Background: an optimization exercise with open tools, aiming at small area. Do not read the settings as production practice. The RTL was checked by simulation tests, not by an equivalence proof against the original design.

==> flow/design.v <==
module Lab1Top(clk, sw, ledr, ledg, seg7_out);
  input         clk;
  input  [17:0] sw;
  output [17:0] ledr;
  output [8:0]  ledg;
  output [39:0] seg7_out;
  reg [14:0] s1;
  always @(posedge clk) s1 <= {sw[17:6], sw[2:0]};
  wire [5:0] a = s1[14:9];
  wire [5:0] b = s1[8:3];
  wire show = s1[2];
  wire [1:0] op = s1[1:0];
  wire n170 = b[0] ^ op[0];
  wire n171 = a[0] ^ n170 ^ op[0];
  wire n172 = (a[0] & n170) | (a[0] & op[0]) | (n170 & op[0]);
  wire n173 = b[1] ^ op[0];
  wire n174 = a[1] ^ n173 ^ n172;
  wire n175 = (a[1] & n173) | (a[1] & n172) | (n173 & n172);
  wire n176 = b[2] ^ op[0];
  wire n177 = a[2] ^ n176 ^ n175;
  wire n178 = (a[2] & n176) | (a[2] & n175) | (n176 & n175);
  wire n179 = b[3] ^ op[0];
  wire n180 = a[3] ^ n179 ^ n178;
  wire n181 = (a[3] & n179) | (a[3] & n178) | (n179 & n178);
  wire n182 = b[4] ^ op[0];
  wire n183 = a[4] ^ n182 ^ n181;
  wire n184 = (a[4] & n182) | (a[4] & n181) | (n182 & n181);
  wire n185 = b[5] ^ op[0];
  wire n186 = a[5] ^ n185 ^ n184;
  wire [5:0] s = {n186, n183, n180, n177, n174, n171};
  wire bs = b[5] ^ (op[0] & (|b[4:0]));
  wire ovf = ~op[1] & ~(a[5] ^ bs) & (s[5] ^ a[5]);
  wire n1 = a[0] & b[0];
  wire n2 = a[1] & b[0];
  wire n3 = a[2] & b[0];
  wire n4 = a[3] & b[0];
  wire n5 = a[4] & b[0];
  wire n6 = ~(a[5] & b[0]);
  wire n7 = a[0] & b[1];
  wire n8 = a[1] & b[1];
  wire n9 = a[2] & b[1];
  wire n10 = a[3] & b[1];
  wire n11 = a[4] & b[1];
  wire n12 = ~(a[5] & b[1]);
  wire n13 = a[0] & b[2];
  wire n14 = a[1] & b[2];
  wire n15 = a[2] & b[2];
  wire n16 = a[3] & b[2];
  wire n17 = a[4] & b[2];
  wire n18 = ~(a[5] & b[2]);
  wire n19 = a[0] & b[3];
  wire n20 = a[1] & b[3];
  wire n21 = a[2] & b[3];
  wire n22 = a[3] & b[3];
  wire n23 = a[4] & b[3];
  wire n24 = ~(a[5] & b[3]);
  wire n25 = a[0] & b[4];
  wire n26 = a[1] & b[4];
  wire n27 = a[2] & b[4];
  wire n28 = a[3] & b[4];
  wire n29 = a[4] & b[4];
  wire n30 = ~(a[5] & b[4]);
  wire n31 = ~(a[0] & b[5]);
  wire n32 = ~(a[1] & b[5]);
  wire n33 = ~(a[2] & b[5]);
  wire n34 = ~(a[3] & b[5]);
  wire n35 = ~(a[4] & b[5]);
  wire n36 = a[5] & b[5];
  wire n37 = n2 ^ n7;
  wire n38 = n2 & n7;
  wire n39 = n3 ^ n8 ^ n13;
  wire n40 = (n3 & n8) | (n3 & n13) | (n8 & n13);
  wire n41 = n38 ^ n39;
  wire n42 = n38 & n39;
  wire n43 = n4 ^ n9 ^ n14;
  wire n44 = (n4 & n9) | (n4 & n14) | (n9 & n14);
  wire n45 = n19 ^ n40 ^ n43;
  wire n46 = (n19 & n40) | (n19 & n43) | (n40 & n43);
  wire n47 = n42 ^ n45;
  wire n48 = n42 & n45;
  wire n49 = n5 ^ n10 ^ n15;
  wire n50 = (n5 & n10) | (n5 & n15) | (n10 & n15);
  wire n51 = n20 ^ n25 ^ n44;
  wire n52 = (n20 & n25) | (n20 & n44) | (n25 & n44);
  wire n53 = n49 ^ n46 ^ n51;
  wire n54 = (n49 & n46) | (n49 & n51) | (n46 & n51);
  wire n55 = n48 ^ n53;
  wire n56 = n48 & n53;
  wire n57 = n6 ^ n11 ^ n16;
  wire n58 = (n6 & n11) | (n6 & n16) | (n11 & n16);
  wire n59 = n21 ^ n26 ^ n31;
  wire n60 = (n21 & n26) | (n21 & n31) | (n26 & n31);
  wire n61 = n50 ^ n57 ^ n59;
  wire n62 = (n50 & n57) | (n50 & n59) | (n57 & n59);
  wire n63 = n52 ^ n61 ^ n54;
  wire n64 = (n52 & n61) | (n52 & n54) | (n61 & n54);
  wire n65 = n56 ^ n63;
  wire n66 = n56 & n63;
  wire n67 = ~(n12 ^ n17);
  wire n68 = n12 | n17;
  wire n69 = n22 ^ n27 ^ n32;
  wire n70 = (n22 & n27) | (n22 & n32) | (n27 & n32);
  wire n71 = n58 ^ n60 ^ n67;
  wire n72 = (n58 & n60) | (n58 & n67) | (n60 & n67);
  wire n73 = n69 ^ n62 ^ n71;
  wire n74 = (n69 & n62) | (n69 & n71) | (n62 & n71);
  wire n75 = n73 ^ n64 ^ n66;
  wire n76 = (n73 & n64) | (n73 & n66) | (n64 & n66);
  wire n77 = n18 ^ n23 ^ n28;
  wire n78 = (n18 & n23) | (n18 & n28) | (n23 & n28);
  wire n79 = n33 ^ n68 ^ n70;
  wire n80 = (n33 & n68) | (n33 & n70) | (n68 & n70);
  wire n81 = n77 ^ n72 ^ n79;
  wire n82 = (n77 & n72) | (n77 & n79) | (n72 & n79);
  wire n83 = n74 ^ n81 ^ n76;
  wire n84 = (n74 & n81) | (n74 & n76) | (n81 & n76);
  wire n85 = n24 ^ n29 ^ n34;
  wire n86 = (n24 & n29) | (n24 & n34) | (n29 & n34);
  wire n87 = n78 ^ n85 ^ n80;
  wire n88 = (n78 & n85) | (n78 & n80) | (n85 & n80);
  wire n89 = n82 ^ n87 ^ n84;
  wire n90 = (n82 & n87) | (n82 & n84) | (n87 & n84);
  wire n91 = n30 ^ n35 ^ n86;
  wire n92 = (n30 & n35) | (n30 & n86) | (n35 & n86);
  wire n93 = n91 ^ n88 ^ n90;
  wire n94 = (n91 & n88) | (n91 & n90) | (n88 & n90);
  wire n95 = n36 ^ n92 ^ n94;
  wire n96 = (n36 & n92) | (n36 & n94) | (n92 & n94);
  wire n97 = ~n96;
  wire [11:0] p = {n97, n95, n93, n89, n83, n75, n65, n55, n47, n41, n37, n1};
  wire dv = ~a[5] & ~b[5] & (|b[4:0]);
  wire n99 = a[0] & dv;
  wire n100 = a[1] & dv;
  wire n101 = a[2] & dv;
  wire n102 = a[3] & dv;
  wire n103 = a[4] & dv;
  wire n104 = b[0] | ~dv;
  wire n105 = ~n104;
  wire n106 = ~(n103 ^ n105);
  wire n107 = n103 | n105;
  wire n108 = n107 & ~(b[1] | b[2] | b[3] | b[4]);
  wire n109 = n108 ? n106 : n103;
  wire n110 = ~n104;
  wire n111 = ~(n102 ^ n110);
  wire n112 = n102 | n110;
  wire n113 = ~b[1];
  wire n114 = n109 ^ n113 ^ n112;
  wire n115 = (n109 & n113) | (n109 & n112) | (n113 & n112);
  wire n116 = n115 & ~(b[2] | b[3] | b[4]);
  wire n117 = n116 ? n111 : n102;
  wire n118 = n116 ? n114 : n109;
  wire n119 = ~n104;
  wire n120 = ~(n101 ^ n119);
  wire n121 = n101 | n119;
  wire n122 = ~b[1];
  wire n123 = n117 ^ n122 ^ n121;
  wire n124 = (n117 & n122) | (n117 & n121) | (n122 & n121);
  wire n125 = ~b[2];
  wire n126 = n118 ^ n125 ^ n124;
  wire n127 = (n118 & n125) | (n118 & n124) | (n125 & n124);
  wire n128 = n127 & ~(b[3] | b[4]);
  wire n129 = n128 ? n120 : n101;
  wire n130 = n128 ? n123 : n117;
  wire n131 = n128 ? n126 : n118;
  wire n132 = ~n104;
  wire n133 = ~(n100 ^ n132);
  wire n134 = n100 | n132;
  wire n135 = ~b[1];
  wire n136 = n129 ^ n135 ^ n134;
  wire n137 = (n129 & n135) | (n129 & n134) | (n135 & n134);
  wire n138 = ~b[2];
  wire n139 = n130 ^ n138 ^ n137;
  wire n140 = (n130 & n138) | (n130 & n137) | (n138 & n137);
  wire n141 = ~b[3];
  wire n142 = n131 ^ n141 ^ n140;
  wire n143 = (n131 & n141) | (n131 & n140) | (n141 & n140);
  wire n144 = n143 & ~(b[4]);
  wire n145 = n144 ? n133 : n100;
  wire n146 = n144 ? n136 : n129;
  wire n147 = n144 ? n139 : n130;
  wire n148 = n144 ? n142 : n131;
  wire n149 = ~n104;
  wire n150 = ~(n99 ^ n149);
  wire n151 = n99 | n149;
  wire n152 = ~b[1];
  wire n153 = n145 ^ n152 ^ n151;
  wire n154 = (n145 & n152) | (n145 & n151) | (n152 & n151);
  wire n155 = ~b[2];
  wire n156 = n146 ^ n155 ^ n154;
  wire n157 = (n146 & n155) | (n146 & n154) | (n155 & n154);
  wire n158 = ~b[3];
  wire n159 = n147 ^ n158 ^ n157;
  wire n160 = (n147 & n158) | (n147 & n157) | (n158 & n157);
  wire n161 = ~b[4];
  wire n162 = n148 ^ n161 ^ n160;
  wire n163 = (n148 & n161) | (n148 & n160) | (n161 & n160);
  wire n164 = n163;
  wire n165 = n164 ? n150 : n99;
  wire n166 = n164 ? n153 : n145;
  wire n167 = n164 ? n156 : n146;
  wire n168 = n164 ? n159 : n147;
  wire n169 = n164 ? n162 : n148;
  wire [4:0] q = {n108, n116, n128, n144, n164};
  wire [4:0] r = {n169, n168, n167, n166, n165};
  wire [11:0] c = op[1] ? (op[0] ? {1'b0, r, 1'b0, q} : p) : {6'd0, s};
  wire [10:0] v = op[1] ? c[10:0] : {{5{s[5]}}, s};
  wire neg = op[1] ? (~op[0] & p[11]) : s[5];
  reg [10:0] m;
  reg nz;
  integer i;
  always @(*) begin
    nz = 1'b0;
    for (i = 0; i < 11; i = i + 1) begin
      m[i] = v[i] ^ (neg & nz);
      nz = nz | v[i];
    end
  end
  reg [11:0] ledr_q;
  reg ovf_q, neg_q;
  reg [10:0] m_q;
  always @(posedge clk) begin
    ledr_q <= show ? c : {a, b};
    ovf_q <= ovf;
    neg_q <= neg;
    m_q <= m;
  end
  function [3:0] add3;
    input [3:0] x;
    begin
      add3[3] = x[3] | (x[2] & x[0]) | (x[2] & x[1]);
      add3[2] = (x[2] & ~x[1] & ~x[0]) | (x[3] & x[0]);
      add3[1] = (~x[2] & x[1]) | (x[1] & x[0]) | (x[3] & ~x[0]);
      add3[0] = (~x[3] & ~x[2] & x[0]) | (x[2] & x[1] & ~x[0]) | (x[3] & ~x[0]);
    end
  endfunction
  reg [12:0] bcd;
  integer k;
  always @(*) begin
    bcd = 13'd0;
    for (k = 10; k >= 0; k = k - 1) begin
      bcd[3:0] = add3(bcd[3:0]);
      bcd[7:4] = add3(bcd[7:4]);
      bcd[11:8] = add3(bcd[11:8]);
      bcd = {bcd[11:0], m_q[k]};
    end
  end
  function [6:0] seg;
    input [3:0] x;
    begin
      seg[0] = x[3] | x[1] | (x[2] ~^ x[0]);
      seg[1] = ~x[2] | (x[1] ~^ x[0]);
      seg[2] = x[2] | ~x[1] | x[0];
      seg[3] = x[3] | (~x[2] & ~x[0]) | (x[1] & ~x[0]) | (~x[2] & x[1]) | (x[2] & ~x[1] & x[0]);
      seg[4] = ~x[0] & (~x[2] | x[1]);
      seg[5] = x[3] | x[2] | (~x[1] & ~x[0]);
      seg[6] = x[3] | (x[2] ^ x[1]) | (x[1] & ~x[0]);
    end
  endfunction
  assign ledr = {ledr_q, 6'd0};
  assign ledg = {ovf_q, 8'd0};
  assign seg7_out = ~{1'b0, neg_q, 6'd0,
                      1'b0, seg({3'd0, bcd[12]}),
                      1'b0, seg(bcd[11:8]),
                      1'b0, seg(bcd[7:4]),
                      1'b0, seg(bcd[3:0])};
endmodule
==> flow/run.sh <==
#!/bin/bash
# synth_recipe.tcl (not shown) runs the flow's synth.tcl, then flattens the netlist and writes it again
# the make line also repeats each setting of config.mk as NAME=value (left out here)
make -C /OpenROAD-flow-scripts/flow DESIGN_CONFIG=/design/flow/config.mk WORK_HOME=/design/flow/orfs CLKGATE_MAP_FILE= SYNTH_SCRIPT=/design/flow/synth_recipe.tcl finish
==> flow/config.mk <==
export PLATFORM = sky130hd
export DESIGN_NAME = Lab1Top
export DESIGN_NICKNAME = Lab1Top
export VERILOG_FILES = /design/flow/design.v
export SDC_FILE = /design/flow/constraint.sdc
export NUM_CORES = 4
export LEC_CHECK = 0
export CAP_MARGIN = 20
export CORE_MARGIN = 2
export CORE_UTILIZATION = 40
export SLEW_MARGIN = 20
==> flow/constraint.sdc <==
create_clock -name core_clock -period 18.0 [get_ports {clk}]
set_input_delay 3.6000 -clock core_clock [delete_from_list [all_inputs] [get_ports {clk}]]
set_output_delay 3.6000 -clock core_clock [all_outputs]
set_load 0.01 [all_outputs]
==> results of run 1 <==
-- area by class of cell --
cell class	instances	area, sq um	share of cell area (%)
clock inverter	2	10.01	0.1656
sequential	40	800.8	13.25
multi-input combinational	543	4158	68.78
tap	176	220.2	3.643
timing repair buffer	56	555.5	9.191
inverter	43	161.4	2.670
clock buffer	6	138.9	2.298
-- layout by cell type, fill, tap and decap left out, drive strengths merged, types with 27 or more instances in the layout --
master,Yosys,layout
nand2,57,57
and2,29,29
conb,2,28
a21oi,33,33
inv,42,42
o21ai,30,30
nor2,48,48
clkdlybuf4s50,0,54
dfxtp,40,40
fa,38,38
ha,27,27
-- layer usage --
metal | track usage, % | vias to the layer above | wire length [um]
li1 | - | 2356 | -
met1 | 23.87 | 2328 | 5899
met2 | 33.11 | 125 | 6893
met3 | 1.598 | 22 | 491
met4 | 5.741 | 0 | 208
met5 | 0 | - | 0
-- flip-flops by register name, indices dropped and copies added (netlist names) --
name    count
ledr_q     12
m_q        11
neg_q       1
ovf_q       1
s1         15
-- logic make-up (layout without fill, tap and decap cells) --
group,Yosys count,after routing,share of synthesized area (%)
XOR/XNOR,26,26,4.294
adder cells (fa/ha/maj),65,65,20.05
flip-flops,40,40,14.62
other,2,28,0.1371
buffers and inverters,121,107,11.26
AO/OA/AOI/OAI,162,162,21.91
multiplexers,17,17,3.358
AND/OR/NAND/NOR,245,245,24.37
-- worst max-delay path, delay by kind of cell, from the launching register on --
family / cells / cell delay (ns)
simple gates: 13 / 2.81
compound gates: 6 / 1.49
xor+xnor: 1 / 0.16
fa+ha+maj: 11 / 4.32
flops: 1 / 0.82
mux: 3 / 0.78
buf+inv: 3 / 0.22
-- how the worst min path moves through the flow --
stage | cells after the start | end | slack [ns]
2_1_floorplan | 2 | m_q[0] | 0.54
3_3_place_gp | 2 | ledr_q[5] | 0.69
3_5_place_dp | 2 | ledr_q[5] | 0.69
4_1_cts | 2 | ledr_q[5] | 0.69
5_1_grt | 2 | ledr_q[5] | 0.75
6_report | 2 | ledr_q[5] | 0.69
-- metrics by stage --
stage | instances | util (%)
final | 866 | 45.46
after global placement | 858 | 44.34
after CTS | 866 | 45.46
after floorplan | 704 | -
after detailed placement | 858 | 44.34
after global routing | 866 | 45.46
==> impl_metrics.env, run 1 <==
export IMPL_cts_root_buf="clkbuf_16"
export IMPL_routed_wl_um=13490
export IMPL_synth_cells=678
export IMPL_wire_per_inst_um=15.58
export IMPL_fin_area_sq_um=6045
export IMPL_die_x_um=121.0
export IMPL_hp_class="reg2reg"
export IMPL_io_pins=86
export IMPL_layout_setup_ws_ns=7.249
export IMPL_synth_edf_count=0
export IMPL_slowest_stage="dfxtp_1"
export IMPL_synth_async_reset_ratio_pct=0
export IMPL_crit_fanout=13
export IMPL_htree_levels=2
export IMPL_cp_end_kind="flip-flop"
export IMPL_start_util_pct=41.20
export IMPL_grt_usage_pct=18.64
export IMPL_cp_common_cell="fa_1"
export IMPL_route_detailed_drc=0
export IMPL_synth_top_area_share_pct=14.62
export IMPL_portBuffers=54
export IMPL_setup_viol=0
export IMPL_reg2reg_depth=37
export IMPL_clk_insertion_delay_late_ns=0.28
export IMPL_drive_gt1_share_pct=7.101
export IMPL_pre_cts_slack_ns=7.351
export IMPL_place_area_sq_um=5896
export IMPL_diodes=0
export IMPL_synth_most_common_cell="nand2_1"
export IMPL_finalSetupTns_ns=0
export IMPL_yosysWarnings=1
export IMPL_rsz0062_at_grt="false"
export IMPL_ctsResizeCount=0
export IMPL_hold_slack_ns=0.6886
export IMPL_core_area_sq_um=13300
export IMPL_critPathCapture="m_q[10]"
export IMPL_maxCapViolations=0
export IMPL_vias_per_cell=5.579
export IMPL_cts_buffer_depth=2
export IMPL_dr_pass1_iters=5
export IMPL_clkTransAtPathRegs_ns=0.06
export IMPL_num_rows=42
export IMPL_ant_nets=0
export IMPL_grt_start_max_net_pins=30
export IMPL_worstPathArrival_ns=10.90
export IMPL_ys_seq_area_share_pct=14.62
export IMPL_crit_required_ns=18.15
export IMPL_outcome="complete, no violations"
export IMPL_max_slew_margin_pct=30.62
export IMPL_cts_tree="yes"
export IMPL_syn2layout_area_growth_pct=10.35
export IMPL_clock_skew_ns=0.006529
export IMPL_first_iter_violations=366
export IMPL_gp_congestion=0.8871
export IMPL_r2r_start="s1[4]"
export IMPL_r2r_slack_ns=7.25
export IMPL_cts_sinks=40
export IMPL_synth_cell_type_count=87
export IMPL_synth_seq_cells=40
export IMPL_grt_ovfl_total=0
export IMPL_synth_top_cell_by_area="dfxtp_1"
export IMPL_vias=4831
export IMPL_postCtsSetupBuffers=0
export IMPL_nets=773
export IMPL_cpPeakStageDelay_ns=0.82
export IMPL_fillers=1314
export IMPL_fin_crit_ns=10.75
export IMPL_worstMarginPinSlew_ns=1.041
export IMPL_die_area_sq_um=14650
export IMPL_syn_area_per_cell_sq_um=8.079
export IMPL_hold_violations=0
export IMPL_final_max_slew_viol_count=0
export IMPL_grt_pass1_wl_um=22600
export IMPL_syn_area_sq_um=5478
export IMPL_yosys_top_cells_count="56 x nand2_1, 46 x nor2_1, 42 x inv_1"
export IMPL_fp_dieH_um=121.0
export IMPL_yosys_most_used_dff="dfxtp_1"
export IMPL_cts_buffers=5
export IMPL_ctsHoldBuffers=0
export IMPL_antenna_found_initial=0
export IMPL_grt_pass1_vias=4685
export IMPL_finalCritPeriodShare_pct=59.73
export IMPL_min_from="s1[8]"
export IMPL_yosys_top_cells_area="dfxtp_1 15%, fa_1 14%, ha_1 6.2%, buf_4 4.7%, nand2_1 3.8%"
export IMPL_max_freq_mhz=93.01
export IMPL_crit_path_start="s1[4]"
export IMPL_rr_endpoint="m_q[10]"
export IMPL_crit_type="reg2reg"
export IMPL_start_kind="flip-flop"
export IMPL_dp_hpwl_um=10100
==> inputs of run 2 (changes only) <==
==> flow/flow/run.sh (new file) <==
#!/bin/bash
# Standard ORFS layout, with three changes to how the layout is made:
# port buffers are buf_1 cells, the clock tree uses small clock buffers
# without dummy loads, and constant outputs share the synthesized tie cells.
set -euo pipefail
export BUFFER_PORTS_ARGS="-buffer_cell sky130_fd_sc_hd__buf_1"
export CTS_ARGS="-sink_clustering_enable -repair_clock_nets -buf_list {sky130_fd_sc_hd__clkbuf_2 sky130_fd_sc_hd__clkbuf_4 sky130_fd_sc_hd__clkbuf_8} -dont_use_dummy_load"
export SKIP_REPAIR_TIE_FANOUT=1
bash standard.sh > make_flow.log 2>&1
==> flow/standard.sh (new file) <==
#!/bin/bash
# synth_recipe.tcl (not shown) runs the flow's synth.tcl, then flattens the netlist and writes it again
# the make line also repeats each setting of config.mk as NAME=value (left out here)
make -C /OpenROAD-flow-scripts/flow DESIGN_CONFIG=/design/flow/config.mk WORK_HOME=/design/flow/orfs CLKGATE_MAP_FILE= SYNTH_SCRIPT=/design/flow/synth_recipe.tcl "${@:-finish}"
removed: flow/run.sh
==> run 2 against run 1 <==
Against the previous run:
- still clean on timing, DRC and antenna
- clock skew is 0.013 ns higher
- first-iteration DRC count is 1.4% higher
- largest cell class unchanged
==> impl_metrics.env, run 2 <==
export IMPL_fp_dieH_um=121.0
export IMPL_route_met3_wl_um=479
export IMPL_vias=4797
export IMPL_reg2reg_depth=37
export IMPL_wl_met1_um=5794
export IMPL_synth_edf_count=0
export IMPL_hold_violations=0
export IMPL_outcome="complete, no violations"
export IMPL_num_rows=42
export IMPL_rsz0062_at_grt="false"
export IMPL_cp_num_buf_inv=3
export IMPL_maxCapViolations=0
export IMPL_yosysWarnings=1
export IMPL_dp_hpwl_um=9933
export IMPL_crit_fanout=13
export IMPL_cts_buffer_depth=2
export IMPL_r2r_slack_ns=7.37
export IMPL_postCtsSetupBuffers=0
export IMPL_first_iter_violations=371
export IMPL_grt_usage_pct=18.45
export IMPL_ant_nets=0
export IMPL_diodes=0
export IMPL_hold_depth=2
export IMPL_clk_insertion_delay_late_ns=0.30
export IMPL_worstMarginPinSlew_ns=1.028
export IMPL_cpPeakStageDelay_ns=0.83
export IMPL_syn_area_sq_um=5478
export IMPL_top_regs="s1: 15 flops, ledr_q: 12 flops, m_q: 11 flops"
export IMPL_finalCritPeriodShare_pct=59.05
export IMPL_clock_skew_ns=0.01970
export IMPL_synth_seq_cells=40
export IMPL_fin_crit_ns=10.63
export IMPL_multi_input_area_sq_um=4060
export IMPL_slowest_stage="dfxtp_1"
export IMPL_wl_met2_um=6878
export IMPL_cp_common_cell="fa_1"
export IMPL_vias_per_cell=5.731
export IMPL_fillers=1380
export IMPL_synth_most_common_cell="nand2_1"
export IMPL_clkTransAtPathRegs_ns=0.08
export IMPL_start_kind="flip-flop"
export IMPL_top_register="s1"
export IMPL_ys_seq_area_share_pct=14.62
export IMPL_synth_top_area_share_pct=14.62
export IMPL_die_x_um=121.0
export IMPL_crit_type="reg2reg"
export IMPL_grt_pass1_wl_um=22550
export IMPL_routed_wl_um=13250
export IMPL_route_detailed_drc=0
export IMPL_drive_gt1_share_pct=6.959
export IMPL_syn_area_per_cell_sq_um=8.079
export IMPL_ctsResizeCount=0
export IMPL_fin_util_pct=41.59
export IMPL_synth_cell_type_count=87
export IMPL_syn2layout_area_growth_pct=0.9364
export IMPL_gp_congestion=0.9059
export IMPL_yosys_top_cells_count="56 x nand2_1, 46 x nor2_1, 42 x inv_1"
export IMPL_top_layer_used="met4"
export IMPL_start_util_pct=41.20
export IMPL_finalSetupTns_ns=0
export IMPL_largest_reg_flops=15
export IMPL_cpLargestDelayFamily="adder cells"
export IMPL_synth_async_reset_ratio_pct=0
export IMPL_final_cell_mix="56 x nand2_1, 54 x buf_1, 46 x nor2_1"
export IMPL_hp_class="reg2reg"
export IMPL_cts_sinks=40
export IMPL_max_freq_mhz=94.09
export IMPL_cp_end_kind="flip-flop"
export IMPL_yosys_most_used_dff="dfxtp_1"
export IMPL_synth_top_cell_by_area="dfxtp_1"
export IMPL_grt_start_max_net_pins=30
export IMPL_io_pins=86
export IMPL_antenna_found_initial=0
export IMPL_dr_pass1_iters=5
export IMPL_worstPathArrival_ns=10.80
export IMPL_max_slew_margin_pct=31.45
export IMPL_final_max_slew_viol_count=0
export IMPL_crit_required_ns=18.17
export IMPL_synth_cells=678
export IMPL_ctsHoldBuffers=0
export IMPL_setup_viol=0
export IMPL_cts_buffers=5
export IMPL_yosys_top_cells_area="dfxtp_1 15%, fa_1 14%, ha_1 6.2%, buf_4 4.7%, nand2_1 3.8%"
export IMPL_die_area_sq_um=14650
export IMPL_cts_root_buf="clkbuf_8"
export IMPL_htree_levels=2
export IMPL_core_area_sq_um=13300
export IMPL_register_area_sq_um=800.8
export IMPL_portBuffers=54
export IMPL_wire_per_inst_um=15.83
export IMPL_grt_pass1_vias=4576
export IMPL_nets=747
export IMPL_grt_ovfl_total=0
export IMPL_path_depth=37
export IMPL_cts_tree="yes"
export IMPL_layout_commonest_cell="nand2_1"
-- run 2: cell counts after synthesis --
No cell type changed its count.
-- run 2: path summary, 6_finish.rpt --
path,from,end
worst max-delay path,s1[5],m_q[10]
worst min-delay path,s1[13],ledr_q[10]
worst max register to register,s1[5],m_q[10]
worst min register to register,s1[13],ledr_q[10]
-- run 2: area by class of cell --
type	count	share of cell area, %
timing repair buffer	56	3.938
multi-input combinational	517	73.43
clock buffer	5	1.245
inverter	43	2.919
tap	176	3.983
sequential	40	14.48
-- run 2: logic make-up after synthesis --
kind of cell | Yosys count | synth area share (%)
AO/OA/AOI/OAI | 162 | 21.91
XOR/XNOR | 26 | 4.294
flip-flops | 40 | 14.62
buffers and inverters | 121 | 11.26
multiplexers | 17 | 3.358
AND/OR/NAND/NOR | 245 | 24.37
adder cells (fa/ha/maj) | 65 | 20.05
other | 2 | 0.1371
-- run 2: tightest hold or removal path, stage by stage, from the launching register on --
cell	delay, ns
dfxtp_1	0.39
inv_1	0.19
mux2i_1	0.10
-- run 2: metrics by stage --
step | worst slack, ns | cell area [sq um] | instances | hold slack [ns]
global placement | 7.613 | 5460 | 832 | 0.6744
finish | 7.372 | 5529 | 837 | 0.7154
detailed placement | 7.451 | 5460 | 832 | 0.6831
CTS | 7.459 | 5529 | 837 | 0.6822
global route | 6.745 | 5529 | 837 | 0.7313
floorplan | 8.576 | 5478 | 678 | 0.5384
-- run 2: routing by layer --
layer	GRT usage, %	vias up
li1	-	2330
met1	23.74	2317
met2	33.95	130
met3	1.645	20
met4	2.907	0
met5	0	-
==> inputs of run 3 (changes only) <==
==> flow/flow/run.sh (replaced) <==
#!/bin/bash
# The standard ORFS layout (standard.sh) with these changes to how the
# layout is made:
# - synthesis runs the standard synthesis script, but Yosys's abc step uses
#   the area-oriented ABC script flow/area.abc, and half adders are left to
#   abc (the ha cells are added to DONT_USE_CELLS);
# - port buffers are buf_1 cells;
# - the clock tree uses small clock buffers and no dummy loads;
# - constant outputs share the synthesized tie cells.
# make's output goes to make_flow.log here; each step's log is in orfs/logs/.
set -euo pipefail
W=$PWD
sed "s#@ABC@#$W/flow/area.abc#; s#@FLOW_SYNTH@#$W/synth_recipe.tcl#" flow/synth.tcl.in > my_synth.tcl
sed "s#SYNTH_SCRIPT=[^ ]*#SYNTH_SCRIPT=$W/my_synth.tcl#" standard.sh > my_standard.sh
grep -q "SYNTH_SCRIPT=$W/my_synth.tcl" my_standard.sh
PLATFORM_DONT_USE=$(make -s -C "$FLOW_HOME" DESIGN_CONFIG="$W/config.mk" print-DONT_USE_CELLS | sed -n 's/^DONT_USE_CELLS: *//p')
echo "$PLATFORM_DONT_USE" | grep -q probe_p_8
export BUFFER_PORTS_ARGS="-buffer_cell sky130_fd_sc_hd__buf_1"
export CTS_ARGS="-repair_clock_nets -buf_list {sky130_fd_sc_hd__clkbuf_4} -dont_use_dummy_load"
export SKIP_REPAIR_TIE_FANOUT=1
bash my_standard.sh "DONT_USE_CELLS=$PLATFORM_DONT_USE sky130_fd_sc_hd__ha_1 sky130_fd_sc_hd__ha_2 sky130_fd_sc_hd__ha_4" finish > make_flow.log 2>&1
==> flow/flow/area.abc (new file) <==
strash
&get -n
&deepsyn -T 30
&put
dch -f
amap
topo
==> flow/flow/synth.tcl.in (new file) <==
# The standard synthesis (synth_recipe.tcl), with Yosys's abc step given the
# area-oriented script @ABC@ in place of the one ORFS picks.
proc abc {args} {
  set i [lsearch -exact $args -script]
  if { $i >= 0 } { lset args [expr { $i + 1 }] @ABC@ }
  yosys abc {*}$args
}
source @FLOW_SYNTH@
==> run 3 against run 2 <==
Against the previous run:
- synthesized cell count decreased by 27%
- critical path depth up 14
- via count shrank 29%
- first-iteration DRC count shrank 57%
- clock skew grew 0.0061 ns
- global-route usage up 0.79 points
- wire length shrank 31%
- critical endpoint unchanged
==> impl_metrics.env, run 3 <==
export IMPL_outcome="complete, no violations"
export IMPL_pre_cts_slack_ns=6.515
export IMPL_portBuffers=54
export IMPL_top_register="s1"
export IMPL_cts_sinks=40
export IMPL_layout_commonest_cell="nor2_1"
export IMPL_yosys_top_cells_count="95 x nor2_1, 74 x clkinv_1, 42 x nand2_1"
export IMPL_worstMarginPinSlew_ns=0.7871
export IMPL_cts_root_buf="clkbuf_4"
export IMPL_rr_endpoint="m_q[10]"
export IMPL_syn_area_sq_um=3643
export IMPL_synth_async_reset_ratio_pct=0
export IMPL_yosys_top_cells_area="dfxtp_1 22%, fa_1 21%, nor2_1 9.8%, clkinv_1 7.6%, buf_4 6.8%"
export IMPL_io_pins=86
export IMPL_holdPathEnd="ledr_q[9]"
export IMPL_synth_cells=493
export IMPL_core_area_sq_um=8763
export IMPL_grt_pass1_vias=3345
export IMPL_antenna_found_initial=0
export IMPL_vias=3418
export IMPL_fillers=954
export IMPL_largest_reg_flops=15
export IMPL_grt_usage_pct=19.24
export IMPL_cpPeakStageDelay_ns=0.64
export IMPL_yosys_most_used_dff="dfxtp_1"
export IMPL_syn_area_per_cell_sq_um=7.390
export IMPL_yosysWarnings=1
export IMPL_die_x_um=99.44
export IMPL_synth_seq_cells=40
export IMPL_dr_pass1_iters=5
export IMPL_drive_gt1_share_pct=0.9634
export IMPL_slowest_stage="dfxtp_1"
export IMPL_finalCritPeriodShare_pct=64.06
export IMPL_ant_nets=0
export IMPL_max_freq_mhz=86.73
export IMPL_fin_area_sq_um=3771
export IMPL_layout_setup_ws_ns=6.470
export IMPL_top_regs="s1: 15 flops, ledr_q: 12 flops, m_q: 11 flops"
export IMPL_syn2layout_area_growth_pct=3.503
export IMPL_cts_buffers=5
export IMPL_htree_levels=2
export IMPL_hold_violations=0
export IMPL_hold_depth=2
export IMPL_dp_hpwl_um=7481
export IMPL_min_from="s1[1]"
export IMPL_clk_insertion_delay_late_ns=0.35
export IMPL_ctsResizeCount=0
export IMPL_final_cell_mix="95 x nor2_1, 74 x clkinv_1, 54 x buf_1"
export IMPL_setup_viol=0
export IMPL_crit_required_ns=18.26
export IMPL_ctsHoldBuffers=0
export IMPL_synth_cell_type_count=36
export IMPL_crit_fanout=8
export IMPL_cp_end_kind="flip-flop"
export IMPL_start_util_pct=41.58
export IMPL_grt_start_max_net_pins=17
export IMPL_gp_congestion=0.9467
export IMPL_clkTransAtPathRegs_ns=0.09
export IMPL_rsz0062_at_grt="false"
export IMPL_fp_dieH_um=99.44
export IMPL_synth_top_cell_by_area="dfxtp_1"
export IMPL_r2r_start="s1[5]"
export IMPL_ys_seq_area_share_pct=21.98
export IMPL_place_area_sq_um=3734
export IMPL_r2r_slack_ns=6.47
export IMPL_worstPathArrival_ns=11.79
export IMPL_first_iter_violations=161
export IMPL_route_detailed_drc=0
export IMPL_routed_wl_um=9200
export IMPL_maxCapViolations=0
export IMPL_final_max_slew_viol_count=0
export IMPL_cp_common_cell="nor2_1"
export IMPL_max_slew_margin_pct=47.53
export IMPL_clock_skew_ns=0.02578
export IMPL_cts_tree="yes"
export IMPL_hp_class="reg2reg"
export IMPL_grt_ovfl_total=0
export IMPL_finalSetupTns_ns=0
export IMPL_num_rows=34
export IMPL_vias_per_cell=5.451
export IMPL_nets=578
export IMPL_postCtsSetupBuffers=0
export IMPL_start_kind="flip-flop"
export IMPL_cts_buffer_depth=2
export IMPL_wire_per_inst_um=14.67
export IMPL_diodes=0
export IMPL_fin_crit_ns=11.53
export IMPL_synth_most_common_cell="nor2_1"
export IMPL_grt_pass1_wl_um=15310
export IMPL_synth_edf_count=0
export IMPL_crit_type="reg2reg"
export IMPL_reg2reg_depth=51
export IMPL_die_area_sq_um=9888
export IMPL_synth_top_area_share_pct=21.98
[run 3: cell types whose count changed after synthesis, moves of 18 or more]
cell / delta
inv_1: -42
xnor2_1: -18
and2_1: -29
clkinv_1: +73
clkbuf_1: -28
nor2_1: +49
o22ai_1: +24
ha_1: -27
[run 3: per-stage QoR]
step | util (%) | hold WS, ns | std cells
global route | 43.03 | 0.6508 | 627
detailed placement | 42.60 | 0.5962 | 622
CTS | 43.03 | 0.6161 | 627
finish | 43.03 | 0.6126 | 627
floorplan | - | 0.5025 | 493
global placement | 42.60 | 0.5900 | 622
[run 3: worst max-delay path by stage]
| stage | cells after the start | startpoint | end | slack, ns |
|---|---|---|---|---|
| after floorplan | 51 | s1[5] | m_q[10] | 8.34 |
| after global placement | 51 | s1[5] | m_q[10] | 6.73 |
| after global routing | 51 | s1[5] | m_q[10] | 5.27 |
| after detailed placement | 51 | s1[5] | m_q[10] | 6.51 |
| after CTS | 51 | s1[5] | m_q[10] | 6.46 |
| final | 51 | s1[5] | m_q[10] | 6.47 |
[run 3: final cells by class]
cell class / instances / area [sq um] / area share [%]
multi-input combinational: 346 / 2317 / 61.45
sequential: 40 / 800.8 / 21.23
inverter: 74 / 277.8 / 7.366
timing repair buffer: 54 / 202.7 / 5.375
tap: 108 / 135.1 / 3.583
clock buffer: 5 / 37.54 / 0.9954
[run 3: logic make-up after synthesis]
logic type | count (synthesis) | synth area share [%]
xor gates and xnor gates | 1 | 0.2404
AOI/OAI and AO/OA | 132 | 22.53
DFF | 40 | 21.98
adders and majority gates | 38 | 20.88
other | 2 | 0.2061
buffers and inverters | 107 | 14.42
and+or+nand+nor | 173 | 19.75
[run 3: layer usage]
layer,wire [um],GRT usage (%)
met3,404,2.952
met5,0,0
met4,250,6.744
met2,4677,34.77
met1,3867,23.19
[run 3: critical path, delay by kind of cell (launching register included)]
kind / cells / cell delay [ns]
AO/OA/AOI/OAI: 8 / 1.24
XOR/XNOR: 1 / 0.12
AND/OR/NAND/NOR: 26 / 4.56
flip-flops: 1 / 0.64
buffers and inverters: 6 / 1.06
adder cells (fa/ha/maj): 10 / 3.83
==> inputs of run 4 (changes only) <==
--- a/flow/flow/run.sh
+++ b/flow/flow/run.sh
@@ -18,3 +18,3 @@
 export BUFFER_PORTS_ARGS="-buffer_cell sky130_fd_sc_hd__buf_1"
-export CTS_ARGS="-repair_clock_nets -buf_list {sky130_fd_sc_hd__clkbuf_4} -dont_use_dummy_load"
+export CTS_ARGS="-sink_clustering_enable -sink_clustering_size 40 -sink_clustering_max_diameter 200 -repair_clock_nets -buf_list {sky130_fd_sc_hd__clkbuf_4 sky130_fd_sc_hd__clkbuf_8} -dont_use_dummy_load"
 export SKIP_REPAIR_TIE_FANOUT=1
==> run 4 against run 3 <==
Against the previous run:
- global-route usage rose by 0.059 points
- clock skew is 0.013 ns lower
- count of clock-buffer cells in the layout is the same
- flip-flop and latch count stayed put
- final cell count stayed put
- critical path type unchanged
==> impl_metrics.env, run 4 <==
export IMPL_largest_reg_flops=15
export IMPL_cp_num_buf_inv=6
export IMPL_clk_insertion_delay_late_ns=0.29
export IMPL_cts_root_buf="clkbuf_8"
export IMPL_num_rows=34
export IMPL_yosys_top_cells_count="95 x nor2_1, 74 x clkinv_1, 42 x nand2_1"
export IMPL_core_area_sq_um=8763
export IMPL_hold_violations=0
export IMPL_start_util_pct=41.58
export IMPL_syn2layout_area_growth_pct=4.361
export IMPL_dp_hpwl_um=7481
export IMPL_syn_area_per_cell_sq_um=7.390
export IMPL_cp_end_kind="flip-flop"
export IMPL_top_regs="s1: 15 flops, ledr_q: 12 flops, m_q: 11 flops"
export IMPL_yosys_top_cells_area="dfxtp_1 22%, fa_1 21%, nor2_1 9.8%, clkinv_1 7.6%, buf_4 6.8%"
export IMPL_ys_seq_area_share_pct=21.98
export IMPL_gp_congestion=0.9467
export IMPL_dp_cells=622
export IMPL_ant_nets=0
export IMPL_finalCritPeriodShare_pct=64.41
export IMPL_clkTransAtPathRegs_ns=0.06
export IMPL_route_detailed_drc=0
export IMPL_cts_buffers=5
export IMPL_drive_gt1_share_pct=0.9634
export IMPL_postCtsSetupBuffers=0
export IMPL_io_pins=86
export IMPL_place_area_sq_um=3734
export IMPL_die_x_um=99.44
export IMPL_crit_required_ns=18.21
export IMPL_synth_top_area_share_pct=21.98
export IMPL_setup_viol=0
export IMPL_final_cell_mix="95 x nor2_1, 74 x clkinv_1, 54 x buf_1"
export IMPL_synth_most_common_cell="nor2_1"
export IMPL_portBuffers=54
export IMPL_htree_levels=2
export IMPL_instances_no_fill=627
export IMPL_pre_cts_slack_ns=6.515
export IMPL_vias=3408
export IMPL_finalSetupTns_ns=0
export IMPL_outcome="complete, no violations"
export IMPL_final_max_slew_viol_count=0
export IMPL_max_freq_mhz=86.26
export IMPL_ctsHoldBuffers=0
export IMPL_layout_commonest_cell="nor2_1"
export IMPL_slowest_stage="dfxtp_1"
export IMPL_synth_top_cell_by_area="dfxtp_1"
export IMPL_cts_buffer_depth=2
export IMPL_dr_pass1_iters=4
export IMPL_start_kind="flip-flop"
export IMPL_routed_wl_um=9203
export IMPL_synth_cell_type_count=36
export IMPL_synth_cells=493
export IMPL_rsz0062_at_grt="false"
export IMPL_layout_setup_ws_ns=6.407
export IMPL_syn_area_sq_um=3643
export IMPL_vias_per_cell=5.435
export IMPL_fp_dieH_um=99.44
export IMPL_cpLargestDelayFamily="simple AND/OR/NAND/NOR gates"
export IMPL_worstMarginPinSlew_ns=0.7831
export IMPL_grt_usage_pct=19.30
export IMPL_synth_edf_count=0
export IMPL_cpPeakStageDelay_ns=0.64
export IMPL_synth_seq_cells=40
export IMPL_yosysWarnings=1
export IMPL_yosys_most_used_dff="dfxtp_1"
export IMPL_cts_sinks=40
export IMPL_wire_per_inst_um=14.68
export IMPL_fin_crit_ns=11.59
export IMPL_hp_class="reg2reg"
export IMPL_die_area_sq_um=9888
export IMPL_diodes=0
export IMPL_maxCapViolations=0
export IMPL_first_iter_violations=183
export IMPL_cp_common_cell="nor2_1"
export IMPL_grt_ovfl_total=0
export IMPL_grt_pass1_wl_um=15330
export IMPL_max_slew_margin_pct=47.79
export IMPL_ctsResizeCount=0
export IMPL_clock_skew_ns=0.01251
export IMPL_crit_fanout=8
export IMPL_cts_tree="yes"
export IMPL_nets=578
export IMPL_grt_start_max_net_pins=17
export IMPL_top_register="s1"
export IMPL_synth_async_reset_ratio_pct=0
export IMPL_antenna_found_initial=0
export IMPL_worstPathArrival_ns=11.80
export IMPL_grt_pass1_vias=3344
export IMPL_fin_area_sq_um=3802
export IMPL_crit_type="reg2reg"
## run 4: cell counts after synthesis
Identical to the previous run, type by type.
## run 4: stage by stage
stage	utilization (%)	hold slack [ns]
floorplan	-	0.5025
global placement	42.60	0.5900
detailed placement	42.60	0.5962
CTS	43.39	0.6114
global route	43.39	0.6448
finish	43.39	0.6049
## run 4: cells by family after synthesis
logic type | share of synthesized area, %
simple gates | 19.75
buf+inv | 14.42
other cells | 0.2061
fa+ha+maj | 20.88
xor+xnor | 0.2404
flops | 21.98
compound gates | 22.53
## run 4: path summary, 6_finish.rpt
kind / start / to / slack (ns) / depth (start not counted)
min: s1[1] / ledr_q[9] / 0.60 / 2
max reg2reg: s1[5] / m_q[10] / 6.41 / 51
max: s1[5] / m_q[10] / 6.41 / 51
min reg2reg: s1[1] / ledr_q[9] / 0.60 / 2
## run 4: per-layer routing
metal  share of wire (%)  vias to the layer above  track usage, %
met5                   0                        -               0
met2                  51                       82           34.77
met3                 5.6                       15           2.952
met1                  41                     1613           23.24
li1                    -                     1698               -
met4                 2.8                        0           7.060
## run 4: final cells by class
class,count,area (sq um)
multi-input cells,346,2317
inverters,74,277.8
fillers,948,4961
well taps,108,135.1
flip-flops and latches,40,800.8
clock buffers,5,68.82
repair buffers,54,202.7
## run 4: tightest hold or removal path, cell delays in order, from the launching register on
cell and delay (ns):
dfxtp_1 0.38, nand3_1 0.09, o21ai_0 0.08
==> inputs of run 5 (changes only) <==
--- a/flow/flow/run.sh
+++ b/flow/flow/run.sh
@@ -18,3 +18,3 @@
 export BUFFER_PORTS_ARGS="-buffer_cell sky130_fd_sc_hd__buf_1"
-export CTS_ARGS="-sink_clustering_enable -sink_clustering_size 40 -sink_clustering_max_diameter 200 -repair_clock_nets -buf_list {sky130_fd_sc_hd__clkbuf_4 sky130_fd_sc_hd__clkbuf_8} -dont_use_dummy_load"
+export CTS_ARGS="-sink_clustering_enable -sink_clustering_size 40 -sink_clustering_max_diameter 300 -sink_buffer_max_cap_derate 1.0 -repair_clock_nets -buf_list {sky130_fd_sc_hd__clkbuf_4 sky130_fd_sc_hd__clkbuf_8} -dont_use_dummy_load"
 export SKIP_REPAIR_TIE_FANOUT=1
==> run 5 against run 4 <==
Against the previous run:
- via count up 0.29%
- flip-flop and latch count is the same
- highest routed layer unchanged
- design area fell by 0.82%
- sequential share of layout area increased by 0.17 points
- register-to-register slack better by 0.06 ns
- synthesized cell count stayed put
- final cell count stayed put
==> impl_metrics.env, run 5 <==
export IMPL_final_max_slew_viol_count=0
export IMPL_top_register="s1"
export IMPL_num_rows=34
export IMPL_synth_async_reset_ratio_pct=0
export IMPL_grt_ovfl_total=0
export IMPL_final_cell_mix="95 x nor2_1, 74 x clkinv_1, 54 x buf_1"
export IMPL_rsz0062_at_grt="false"
export IMPL_grt_pass1_wl_um=15310
export IMPL_ant_nets=0
export IMPL_core_area_sq_um=8763
export IMPL_die_x_um=99.44
export IMPL_clk_insertion_delay_late_ns=0.35
export IMPL_worstPathArrival_ns=11.79
export IMPL_drive_gt1_share_pct=0.9634
export IMPL_cts_tree="yes"
export IMPL_ctsHoldBuffers=0
export IMPL_wire_per_inst_um=14.67
export IMPL_reg2reg_depth=51
export IMPL_yosys_top_cells_count="95 x nor2_1, 74 x clkinv_1, 42 x nand2_1"
export IMPL_instances_no_fill=627
export IMPL_yosys_most_used_dff="dfxtp_1"
export IMPL_slowest_stage="dfxtp_1"
export IMPL_hold_slack_ns=0.6126
export IMPL_hold_violations=0
export IMPL_largest_reg_flops=15
export IMPL_dp_hpwl_um=7481
export IMPL_max_slew_margin_pct=47.53
export IMPL_ys_seq_area_share_pct=21.98
export IMPL_first_iter_violations=161
export IMPL_min_from="s1[1]"
export IMPL_syn_area_sq_um=3643
export IMPL_clkTransAtPathRegs_ns=0.09
export IMPL_synth_cells=493
export IMPL_cp_common_cell="nor2_1"
export IMPL_crit_type="reg2reg"
export IMPL_syn2layout_area_growth_pct=3.503
export IMPL_routed_wl_um=9200
export IMPL_finalSetupTns_ns=0
export IMPL_nets=578
export IMPL_gp_congestion=0.9467
export IMPL_max_freq_mhz=86.73
export IMPL_r2r_start="s1[5]"
export IMPL_clock_skew_ns=0.02578
export IMPL_start_kind="flip-flop"
export IMPL_grt_start_max_net_pins=17
export IMPL_syn_area_per_cell_sq_um=7.390
export IMPL_route_detailed_drc=0
export IMPL_synth_most_common_cell="nor2_1"
export IMPL_finalCritPeriodShare_pct=64.06
export IMPL_hold_depth=2
export IMPL_die_area_sq_um=9888
export IMPL_grt_pass1_vias=3345
export IMPL_diodes=0
export IMPL_crit_fanout=8
export IMPL_antenna_found_initial=0
export IMPL_synth_top_area_share_pct=21.98
export IMPL_maxCapViolations=0
export IMPL_cts_buffer_depth=2
export IMPL_rr_endpoint="m_q[10]"
export IMPL_cts_root_buf="clkbuf_4"
export IMPL_fp_dieH_um=99.44
export IMPL_top_regs="s1: 15 flops, ledr_q: 12 flops, m_q: 11 flops"
export IMPL_worstMarginPinSlew_ns=0.7871
export IMPL_synth_edf_count=0
export IMPL_portBuffers=54
export IMPL_layout_commonest_cell="nor2_1"
export IMPL_io_pins=86
export IMPL_dr_pass1_iters=5
export IMPL_vias=3418
export IMPL_htree_levels=2
export IMPL_cts_sinks=40
export IMPL_synth_top_cell_by_area="dfxtp_1"
export IMPL_ctsResizeCount=0
export IMPL_yosysWarnings=1
export IMPL_synth_seq_cells=40
export IMPL_yosys_top_cells_area="dfxtp_1 22%, fa_1 21%, nor2_1 9.8%, clkinv_1 7.6%, buf_4 6.8%"
export IMPL_cts_buffers=5
export IMPL_hp_class="reg2reg"
export IMPL_dp_cells=622
export IMPL_vias_per_cell=5.451
export IMPL_synth_cell_type_count=36
export IMPL_holdPathEnd="ledr_q[9]"
export IMPL_grt_usage_pct=19.24
export IMPL_outcome="complete, no violations"
export IMPL_fin_crit_ns=11.53
export IMPL_cpPeakStageDelay_ns=0.64
export IMPL_setup_viol=0
export IMPL_cp_end_kind="flip-flop"
export IMPL_start_util_pct=41.58
export IMPL_postCtsSetupBuffers=0
export IMPL_crit_required_ns=18.26
export IMPL_r2r_slack_ns=6.47
## run 5: worst max-delay path by stage
stage | to | slack (ns) | start | cells after the start
after floorplan | m_q[10] | 8.34 | s1[5] | 51
after global placement | m_q[10] | 6.73 | s1[5] | 51
after detailed placement | m_q[10] | 6.51 | s1[5] | 51
after CTS | m_q[10] | 6.46 | s1[5] | 51
after global routing | m_q[10] | 5.27 | s1[5] | 51
final | m_q[10] | 6.47 | s1[5] | 51
## run 5: routing by layer
layer  global-route usage, %  wire, um
met1                   23.19      3867
met2                   34.77      4677
met3                   2.952       404
met4                   6.744       250
met5                       0         0
## run 5: kinds of logic after synthesis
family	count (synthesis)	share of synthesized area (%)
compound gates	132	22.53
fa+ha+maj	38	20.88
xor+xnor	1	0.2404
simple gates	173	19.75
buf+inv	107	14.42
flops	40	21.98
other cells	2	0.2061
## run 5: metrics by stage
stage / setup slack (ns) / util [%] / cell area, sq um
global route: 5.271 / 43.03 / 3771
CTS: 6.456 / 43.03 / 3771
detailed placement: 6.515 / 42.60 / 3734
finish: 6.470 / 43.03 / 3771
floorplan: 8.337 / - / 3643
global placement: 6.726 / 42.60 / 3734
## run 5: critical path: cells and delay by family (launching register included)
| kind | cells | cell delay, ns |
|---|---|---|
| fa+ha+maj | 10 | 3.83 |
| flops | 1 | 0.64 |
| simple gates | 26 | 4.56 |
| compound gates | 8 | 1.24 |
| buf+inv | 6 | 1.06 |
| xor+xnor | 1 | 0.12 |
## run 5: layout make-up
type	instances	area [sq um]
clock buffers	5	37.54
fillers	954	4992
inverters	74	277.8
multi-input cells	346	2317
flip-flops and latches	40	800.8
well taps	108	135.1
repair buffers	54	202.7
==> inputs of run 6 (changes only) <==
--- a/flow/flow/run.sh
+++ b/flow/flow/run.sh
@@ -18,3 +18,3 @@
 export BUFFER_PORTS_ARGS="-buffer_cell sky130_fd_sc_hd__buf_1"
-export CTS_ARGS="-sink_clustering_enable -sink_clustering_size 40 -sink_clustering_max_diameter 300 -sink_buffer_max_cap_derate 1.0 -repair_clock_nets -buf_list {sky130_fd_sc_hd__clkbuf_4 sky130_fd_sc_hd__clkbuf_8} -dont_use_dummy_load"
+export CTS_ARGS="-sink_clustering_enable -repair_clock_nets -buf_list {sky130_fd_sc_hd__clkbuf_2 sky130_fd_sc_hd__clkbuf_4 sky130_fd_sc_hd__clkbuf_8} -dont_use_dummy_load"
 export SKIP_REPAIR_TIE_FANOUT=1
==> run 6 against run 5 <==
Against the previous run:
- still clean on timing, DRC and antenna
- critical path depth unchanged
- first-iteration DRC count grew 14%
- register-to-register slack worse by 0.06 ns
- utilization grew 0.36 points
- wire length hardly changed
- synthesized area stayed put
==> impl_metrics.env, run 6 <==
export IMPL_outcome="complete, no violations"
export IMPL_synth_async_reset_ratio_pct=0
export IMPL_cpPeakStageDelay_ns=0.64
export IMPL_grt_usage_pct=19.30
export IMPL_cts_buffers=5
export IMPL_ant_nets=0
export IMPL_final_max_slew_viol_count=0
export IMPL_hp_class="reg2reg"
export IMPL_start_util_pct=41.58
export IMPL_gp_congestion=0.9467
export IMPL_num_rows=34
export IMPL_crit_required_ns=18.21
export IMPL_finalCritPeriodShare_pct=64.41
export IMPL_ys_seq_area_share_pct=21.98
export IMPL_cts_tree="yes"
export IMPL_route_detailed_drc=0
export IMPL_yosysWarnings=1
export IMPL_ctsResizeCount=0
export IMPL_synth_seq_cells=40
export IMPL_routed_wl_um=9203
export IMPL_yosys_most_used_dff="dfxtp_1"
export IMPL_clkTransAtPathRegs_ns=0.06
export IMPL_hold_slack_ns=0.6049
export IMPL_multi_input_area_sq_um=2317
export IMPL_syn_area_per_cell_sq_um=7.390
export IMPL_htree_levels=2
export IMPL_grt_ovfl_total=0
export IMPL_top_regs="s1: 15 flops, ledr_q: 12 flops, m_q: 11 flops"
export IMPL_fillers=948
export IMPL_first_iter_violations=183
export IMPL_synthSimpleGateAreaFrac_pct=19.75
export IMPL_crit_path_start="s1[5]"
export IMPL_core_area_sq_um=8763
export IMPL_clk_insertion_delay_late_ns=0.29
export IMPL_syn_area_sq_um=3643
export IMPL_slowest_stage="dfxtp_1"
export IMPL_cts_buffer_depth=2
export IMPL_synth_edf_count=0
export IMPL_crit_type="reg2reg"
export IMPL_grt_pass1_wl_um=15330
export IMPL_grt_pass1_vias=3344
export IMPL_rsz0062_at_grt="false"
export IMPL_diodes=0
export IMPL_synth_compound_area_share_pct=22.53
export IMPL_fin_util_pct=43.39
export IMPL_layout_commonest_cell="nor2_1"
export IMPL_cp_common_cell="nor2_1"
export IMPL_portBuffers=54
export IMPL_worstPathArrival_ns=11.80
export IMPL_synth_top_area_share_pct=21.98
export IMPL_max_freq_mhz=86.26
export IMPL_fin_crit_ns=11.59
export IMPL_synth_cells=493
export IMPL_ctsHoldBuffers=0
export IMPL_max_slew_margin_pct=47.79
export IMPL_crit_fanout=8
export IMPL_antenna_found_initial=0
export IMPL_hold_violations=0
export IMPL_clock_skew_ns=0.01251
export IMPL_worstMarginPinSlew_ns=0.7831
export IMPL_yosys_top_cells_area="dfxtp_1 22%, fa_1 21%, nor2_1 9.8%, clkinv_1 7.6%, buf_4 6.8%"
export IMPL_largest_reg_flops=15
export IMPL_die_area_sq_um=9888
export IMPL_die_x_um=99.44
export IMPL_dp_hpwl_um=7481
export IMPL_cts_root_buf="clkbuf_8"
export IMPL_synth_top_cell_by_area="dfxtp_1"
export IMPL_postCtsSetupBuffers=0
export IMPL_drive_gt1_share_pct=0.9634
export IMPL_start_kind="flip-flop"
export IMPL_fp_dieH_um=99.44
export IMPL_vias_per_cell=5.435
export IMPL_synthXorXnorAreaFrac_pct=0.2404
export IMPL_dr_pass1_iters=4
export IMPL_wire_per_inst_um=14.68
export IMPL_synthMuxAreaShare_pct=0
export IMPL_cts_sinks=40
export IMPL_top_register="s1"
export IMPL_r2r_start="s1[5]"
export IMPL_grt_start_max_net_pins=17
export IMPL_vias=3408
export IMPL_maxCapViolations=0
export IMPL_nets=578
export IMPL_syn2layout_area_growth_pct=4.361
export IMPL_register_area_sq_um=800.8
export IMPL_yosys_top_cells_count="95 x nor2_1, 74 x clkinv_1, 42 x nand2_1"
export IMPL_synth_top_family_by_area="compound AO/OA/AOI/OAI gates"
export IMPL_synth_most_common_cell="nor2_1"
export IMPL_finalSetupTns_ns=0
export IMPL_io_pins=86
export IMPL_setup_viol=0
export IMPL_min_from="s1[1]"
export IMPL_synth_adder_area_share_pct=20.88
export IMPL_synth_cell_type_count=36
export IMPL_cp_end_kind="flip-flop"
export IMPL_final_cell_mix="95 x nor2_1, 74 x clkinv_1, 54 x buf_1"
==> run 6: changes by cell type in the layout (fill, tap and decap cells not counted) <==
cell / previous run / this run
clkbuf_4: 5 / 0
clkbuf_8: 0 / 5
==> run 6: worst paths after layout <==
kind | endpoint | slack [ns] | cells after the start
hold / removal | ledr_q[9] | 0.60 | 2
setup reg to reg | m_q[10] | 6.41 | 51
setup / recovery | m_q[10] | 6.41 | 51
hold reg to reg | ledr_q[9] | 0.60 | 2
==> run 6: area by class of cell <==
type	count	share of cell area, %
clock buffers	5	1.810
inverters	74	7.305
multi-input cells	346	60.94
flip-flops and latches	40	21.06
well taps	108	3.554
repair buffers	54	5.331
==> run 6: critical path, delay by kind of cell (launching register included) <==
| family | cells | cell delay [ns] |
|---|---|---|
| AO/OA/AOI/OAI | 8 | 1.26 |
| XOR/XNOR | 1 | 0.12 |
| adder cells (fa/ha/maj) | 10 | 3.83 |
| buffers and inverters | 6 | 1.07 |
| flip-flops | 1 | 0.64 |
| AND/OR/NAND/NOR | 26 | 4.59 |
==> run 6: metal layers <==
layer	share of wire, %	vias up	track usage (%)	wire length (um)
li1	-	1698	-	-
met1	41	1613	23.24	3760
met2	51	82	34.77	4674
met3	5.6	15	2.952	514
met4	2.8	0	7.060	254
met5	0	-	0	0
==> run 6: cell families (layout without fill, tap and decap cells) <==
kind of cell | after synthesis | in the layout
compound gates | 132 | 132
xor+xnor | 1 | 1
fa+ha+maj | 38 | 38
buf+inv | 107 | 133
flops | 40 | 40
other cells | 2 | 2
simple gates | 173 | 173
==> run 6: metrics by stage <==
step	setup slack [ns]	instances	area [sq um]
after global placement	6.726	622	3734
after detailed placement	6.515	622	3734
after floorplan	8.337	493	3643
final	6.407	627	3802
after global routing	5.273	627	3802
after CTS	6.464	627	3802

[re-timing with driven ports]
In the flow no input, the clock included, has a driving cell. The finished layouts below were timed again as built, in two steps. Step 1 assumes that a clkbuf_16 drives the clock port and a buf_2 every other input. Step 2 moves the port delays by t, midway between the first and last clock arrival at a register: inputs arrive t later, outputs are due t later. That takes back most of the time a late clock gives input paths. Slacks: no drivers / after step 1 / after step 2; pairs: no drivers / after step 1.
run | t (ns) | setup slack, ns | latest minus earliest clock arrival (ns)
run 1 | 0.316 | 7.249 / 7.249 / 7.249 | 0.007 / 0.007
run 2 | 0.312 | 7.372 / 7.372 / 7.372 | 0.020 / 0.020
run 3 | 0.368 | 6.470 / 6.470 / 6.470 | 0.026 / 0.025
run 4 | 0.318 | 6.407 / 6.407 / 6.407 | 0.013 / 0.013
run 5 | 0.368 | 6.470 / 6.470 / 6.470 | 0.026 / 0.025
run 6 | 0.318 | 6.407 / 6.407 / 6.407 | 0.013 / 0.013
After both steps every run listed still meets setup and hold.
